What follows belongs to an exercise in optimizing a design on an open flow for small area; a production flow would make more cautious choices. The RTL was checked by simulation tests, not by an equivalence proof against the original design. Power is estimated from default activity; no workload was simulated.

==> flow/design.v <==
module TWireSerIntrfc #(
  parameter I2CCLK = 100,  
  parameter SYSCLK = 100,  
  parameter [7:0] SLAVE_RD_ADDR = 8'h21,  
  parameter [7:0] SLAVE_WR_ADDR = 8'h20   
)
(
  input         clk,
  input         async_rst,
  input         sync_rst,
  input         rw,
  input         valid_in,
  input  [15:0] reg_addr,
  input  [15:0] data_in,
  output        valid_out,
  output [15:0] data_out,
  output        busy,
  output        error,
  input         SDA_I,
  output        SDA_O,
  output        SDA_T,
  output        SCL
);
  localparam [7:0] LMASK = 8'b11100001;
  localparam [7:0] LJ    = 8'b11100101;    
  localparam [7:0] LR    = 8'b01100101;    
  localparam [7:0] MJT   = 8'b10011111;    
  localparam [7:0] LP    = 8'b11110010;    
  localparam [7:0] MP    = 8'b10101111;    
  localparam [7:0] LF    = 8'b10101110;    
  localparam [7:0] MF    = 8'b11110011;
  localparam [7:0] LV    = 8'b10111001;    
  localparam [7:0] MV    = 8'b11001111;
  localparam [4:0]
    WAIT   = 5'd3,    
    WAIT_E = 5'd1,    
    INIT_W = 5'd4,
    INIT_E = 5'd2,    
    SWS    = 5'd5,    
    SWA    = 5'd6,    
    RWAA   = 5'd7,
    SHRA   = 5'd8,
    RHRAA  = 5'd9,
    SLRA   = 5'd10,
    RLRAA  = 5'd11,
    SHD    = 5'd12,
    RHDA   = 5'd13,
    SLD    = 5'd14,
    RLDA   = 5'd15,
    STOP   = 5'd16,
    ERR    = 5'd0,
    INIT_R = 5'd18,
    SRS    = 5'd19,
    SRA    = 5'd20,
    RRAA   = 5'd21,
    RHD    = 5'd22,
    SHDA   = 5'd23,
    RLD    = 5'd24,
    SLDN   = 5'd25;
  reg [7:0]    tq, dq;    
  wire [7:0]   tick = tq ^ LR;
  wire [7:0]   dly  = dq ^ LP;
  reg          sclk_sync, ivi, sclk, busy1;
  reg [4:0]    st, nst;
  reg [2:0]    bq;        
  wire [2:0]   bc = ~bq;
  reg [15:0]   par;
  wire tj   = (tick & MJT) == (LJ & MJT);
  wire dj   = (dly & MJT) == (LJ & MJT);    
  wire dp   = (dly & MP) == (LP & MP);
  wire fe   = (tick & MF) == (LF & MF);
  wire re   = tj;
  wire idle = (st == WAIT) | (st == WAIT_E);
  wire sen  = ~(idle | (st == INIT_W) | (st == INIT_E));
  wire last = (bc == 3'd0) & ~sclk;
  wire ack  = par[0];
  always @(posedge clk or negedge async_rst) begin
    if (!async_rst) begin
      tq        <= 8'd0;
      dq        <= 8'd0;
      sclk_sync <= 1'b0;
      ivi       <= 1'b0;
      sclk      <= 1'b0;
      busy1     <= 1'b0;
    end else begin
      if (sync_rst) begin
        tq        <= 8'd0;
        dq        <= 8'd0;
        sclk_sync <= 1'b0;
        ivi       <= 1'b0;
        sclk      <= 1'b0;
        busy1     <= 1'b0;
      end else begin
        tq        <= {tick[6:0], ^(tick & LMASK) ^ tj} ^ LR;
        dq        <= (sclk_sync ? {dp, LJ[6:0]} : {dly[6:0], ^(dly & LMASK) ^ dj}) ^ LP;
        sclk_sync <= valid_in & ~ivi;
        ivi       <= valid_in | (ivi & ~dj);
        if (re) sclk <= ~(sclk & sen);
        busy1     <= idle & (valid_in | busy1);
      end
    end
  end
  always @(*) begin
    nst = st;
    case (st)
      WAIT   : if (ivi) nst = INIT_W;
      WAIT_E : if (ivi) nst = INIT_E;
      INIT_W : nst = SWS;
      INIT_E : nst = SWS;
      SWS    : nst = SWA;
      SWA    : if (last) nst = RWAA;
      RWAA   : if (!sclk) nst = ack ? ERR : SHRA;
      SHRA   : if (last) nst = RHRAA;
      RHRAA  : if (!sclk) nst = ack ? ERR : SLRA;
      SLRA   : if (last) nst = RLRAA;
      RLRAA  : if (!sclk) nst = ack ? ERR : (rw ? INIT_R : SHD);
      SHD    : if (last) nst = RHDA;
      RHDA   : if (!sclk) nst = ack ? ERR : SLD;
      SLD    : if (last) nst = RLDA;
      RLDA   : if (!sclk) nst = ack ? ERR : STOP;
      STOP   : nst = WAIT;
      ERR    : nst = WAIT_E;
      INIT_R : nst = SRS;
      SRS    : nst = SRA;
      SRA    : if (last) nst = RRAA;
      RRAA   : if (!sclk) nst = ack ? ERR : RHD;
      RHD    : if (last) nst = SHDA;
      SHDA   : if (!sclk) nst = RLD;
      RLD    : if (last) nst = SLDN;
      SLDN   : if (!sclk) nst = STOP;
      default: nst = WAIT;
    endcase
  end
  wire counting = (st == SWA) | (st == SHRA) | (st == SLRA) | (st == SHD) |
                  (st == SLD) | (st == SRA)  | (st == RHD)  | (st == RLD);
  always @(posedge clk or negedge async_rst) begin
    if (!async_rst) begin
      st <= WAIT;
      bq <= 3'd0;
    end else if (sync_rst) begin
      st <= WAIT;
      bq <= 3'd0;
    end else if (fe) begin
      st <= nst;
      if (!counting)
        bq <= 3'd0;
      else if (!sclk)
        bq <= bq + 1'b1;
    end
  end
  always @(posedge clk) begin
    if (fe & sclk & (st != SHDA))
      par <= {par[14:0], SDA_I};
  end
  reg sdo, sdt;
  always @(*) begin
    sdt = 1'b0;
    sdo = 1'b0;
    case (st)
      SWA    : sdo = SLAVE_WR_ADDR[bc];
      SHRA   : sdo = reg_addr[{1'b1, bc}];
      SLRA   : sdo = reg_addr[{1'b0, bc}];
      SHD    : sdo = data_in[{1'b1, bc}];
      SLD    : sdo = data_in[{1'b0, bc}];
      SRA    : sdo = SLAVE_RD_ADDR[bc];
      SLDN   : sdo = 1'b1;
      SWS, SRS, SHDA, STOP, ERR : sdo = 1'b0;
      default: begin sdt = 1'b1; sdo = 1'b1; end
    endcase
  end
  assign SDA_T     = sdt;
  assign SDA_O     = sdo;
  assign SCL       = sclk;
  assign busy      = ~idle | busy1;
  assign error     = (st == WAIT_E) | (st == INIT_E);
  assign valid_out = ((tick & MV) == (LV & MV)) & (st == RLD) & (bc == 3'd0) & sclk;
  assign data_out  = par;
endmodule
Settings: LEC_CHECK=0, ABC_AREA=1, CAP_MARGIN=20, CORE_MARGIN=2, CORE_UTILIZATION=40, SLEW_MARGIN=20; clock period 10.0 ns.
standard.sh (not shown) runs the stock make flow with config.mk's settings and CLKGATE_MAP_FILE= SYNTH_SCRIPT=/design/flow/synth_recipe.tcl, a recipe that flattens the netlist after the stock synthesis.
==> flow/flow/run.sh <==
#!/bin/bash
# The standard layout (standard.sh) with these changes:
#  - synthesis maps the logic with an area-oriented ABC script (flow/abc_area.script,
#    used through a copy of ORFS's scripts folder; registers are left as they are);
#  - combinational cells get their smallest drive strength after floorplan
#    (flow/downsize.tcl); later repair steps size up where needed;
#  - the port buffers use the smallest buffer cell;
#  - the clock tree uses the CTS arguments in flow/cts_args.
set -euo pipefail
rm -rf scripts_abc
cp -r "$FLOW_HOME/scripts" scripts_abc
cp flow/abc_area.script scripts_abc/abc_area.script
SCRIPTS_DIR="$PWD/scripts_abc" bash standard.sh synth > standard_synth.log 2>&1
export BUFFER_PORTS_ARGS="-buffer_cell sky130_fd_sc_hd__buf_1"
export CTS_ARGS="$(cat flow/cts_args)"
bash standard.sh floorplan > standard_floorplan.log 2>&1
ODB="orfs/results/${FLOW_PLATFORM}/TWireSerIntrfc/base/2_floorplan.odb" openroad -no_init -exit flow/downsize.tcl > downsize.log 2>&1
bash standard.sh > standard_finish.log 2>&1
==> flow/flow/abc_area.script <==
strash
balance
rewrite
refactor
balance
rewrite
rewrite -z
balance
refactor -z
rewrite -z
balance
dc2
dch -f
map -a
mfs2
map -a
topo
==> flow/flow/cts_args <==
-sink_clustering_enable -repair_clock_nets -buf_list sky130_fd_sc_hd__clkbuf_8 -sink_clustering_size 24 -sink_clustering_max_diameter 200 -dont_use_dummy_load
==> flow/flow/downsize.tcl <==
# Give every combinational cell of the synthesized netlist the smallest drive
# strength of its cell family; later repair steps size up where needed.
read_db $::env(ODB)
set block [ord::get_db_block]
set db [ord::get_db]
set saved 0.0
set n 0
foreach inst [$block getInsts] {
  set m [$inst getMaster]
  set name [$m getName]
  if {![regexp {^(sky130_fd_sc_hd__([a-z0-9]+))_([0-9]+)$} $name -> base fam drive]} { continue }
  if {[regexp {^(e?df|sdf|dl|lpflow|probe|tap|fill|decap|conb|diode)} $fam]} { continue }
  set best $m
  set barea [expr {[$m getWidth] * [$m getHeight]}]
  foreach d {0 1 2} {
    set c [$db findMaster "${base}_$d"]
    if {$c eq "NULL" || $c eq ""} { continue }
    set a [expr {[$c getWidth] * [$c getHeight]}]
    if {$a < $barea} { set best $c; set barea $a }
  }
  if {$best ne $m} {
    set old [expr {[$m getWidth] * [$m getHeight]}]
    if {[$inst swapMaster $best]} {
      set saved [expr {$saved + ($old - $barea) / 1e6}]
      incr n
      puts "[$inst getName]: $name -> [$best getName]"
    }
  }
}
puts "downsized $n cells, [format %.2f $saved] um2"
write_db $::env(ODB)
Next try:
--- a/flow/design.v
+++ b/flow/design.v
@@ -18,22 +18,22 @@
   output        error,
   input         SDA_I,
   output        SDA_O,
   output        SDA_T,
   output        SCL
 );
-  localparam [7:0] LMASK = 8'b11100001;
-  localparam [7:0] LJ    = 8'b11100101;    
-  localparam [7:0] LR    = 8'b01100101;    
-  localparam [7:0] MJT   = 8'b10011111;    
-  localparam [7:0] LP    = 8'b11110010;    
-  localparam [7:0] MP    = 8'b10101111;    
-  localparam [7:0] LF    = 8'b10101110;    
-  localparam [7:0] MF    = 8'b11110011;
-  localparam [7:0] LV    = 8'b10111001;    
-  localparam [7:0] MV    = 8'b11001111;
+  localparam [7:0] LMASK = 8'b10010000;
+  localparam [7:0] LJ    = 8'b00011111;    
+  localparam [7:0] LR    = 8'b10011111;    
+  localparam [7:0] MJT   = 8'b11011111;    
+  localparam [7:0] LP    = 8'b10001111;    
+  localparam [7:0] MP    = 8'b10111111;    
+  localparam [7:0] LF    = 8'b11110111;    
+  localparam [7:0] MF    = 8'b01110111;
+  localparam [7:0] LV    = 8'b11011101;    
+  localparam [7:0] MV    = 8'b11111101;
   localparam [4:0]
     WAIT   = 5'd3,    
     WAIT_E = 5'd1,    
     INIT_W = 5'd4,
     INIT_E = 5'd2,    
     SWS    = 5'd5,    
@@ -89,13 +89,13 @@
         sclk_sync <= 1'b0;
         ivi       <= 1'b0;
         sclk      <= 1'b0;
         busy1     <= 1'b0;
       end else begin
         tq        <= {tick[6:0], ^(tick & LMASK) ^ tj} ^ LR;
-        dq        <= (sclk_sync ? {dp, LJ[6:0]} : {dly[6:0], ^(dly & LMASK) ^ dj}) ^ LP;
+        dq        <= (sclk_sync ? {LJ[7] ^ ~dp, LJ[6:0]} : {dly[6:0], ^(dly & LMASK) ^ dj}) ^ LP;
         sclk_sync <= valid_in & ~ivi;
         ivi       <= valid_in | (ivi & ~dj);
         if (re) sclk <= ~(sclk & sen);
         busy1     <= idle & (valid_in | busy1);
       end
     end
Effect:
- The new run produced a clean layout
- maximum frequency climbs by 2.1%
- area after synthesis goes down by 2.7%
- cell count barely changes
- synthesized cell count stays the same
- power came out lower by 9.7%
- setup slack gains 110 ps
- global-route usage went down by 1.1 points
- routed wire length fell by 3.4%
- die area shrinks by 2.5%

separate check: timing with driven ports:
No port has a modelled driver above. Below, the same layouts with a new extraction and two added sets of constraints.
Step 1, drivers: a clkbuf_16 drives clk and a buf_2 each remaining input, both assumed.
Step 2 moves the port delays by t, midway between the first and last clock arrival at a register: inputs arrive t later, outputs are due t later. That takes back most of the time a late clock gives input paths.
Slacks: ideal / step 1 / step 2; pairs: ideal / step 1.
| run | shift t [ns] | slack for setup (ns) | clock arrival spread, ns | slew at the worst register clock pin (ns) |
|---|---|---|---|---|
| the first run | 0.307 | 4.718 / 4.690 / 4.922 | 0.019 / 0.019 | 0.08 / 0.08 |
| the second run | 0.310 | 4.829 / 4.807 / 4.807 | 0.029 / 0.030 | 0.09 / 0.09 |
After both steps every run listed still meets setup and hold. For the second run, which loses most, drivers alone change the setup slack by -0.022 ns; drivers and shift together by -0.022 ns.
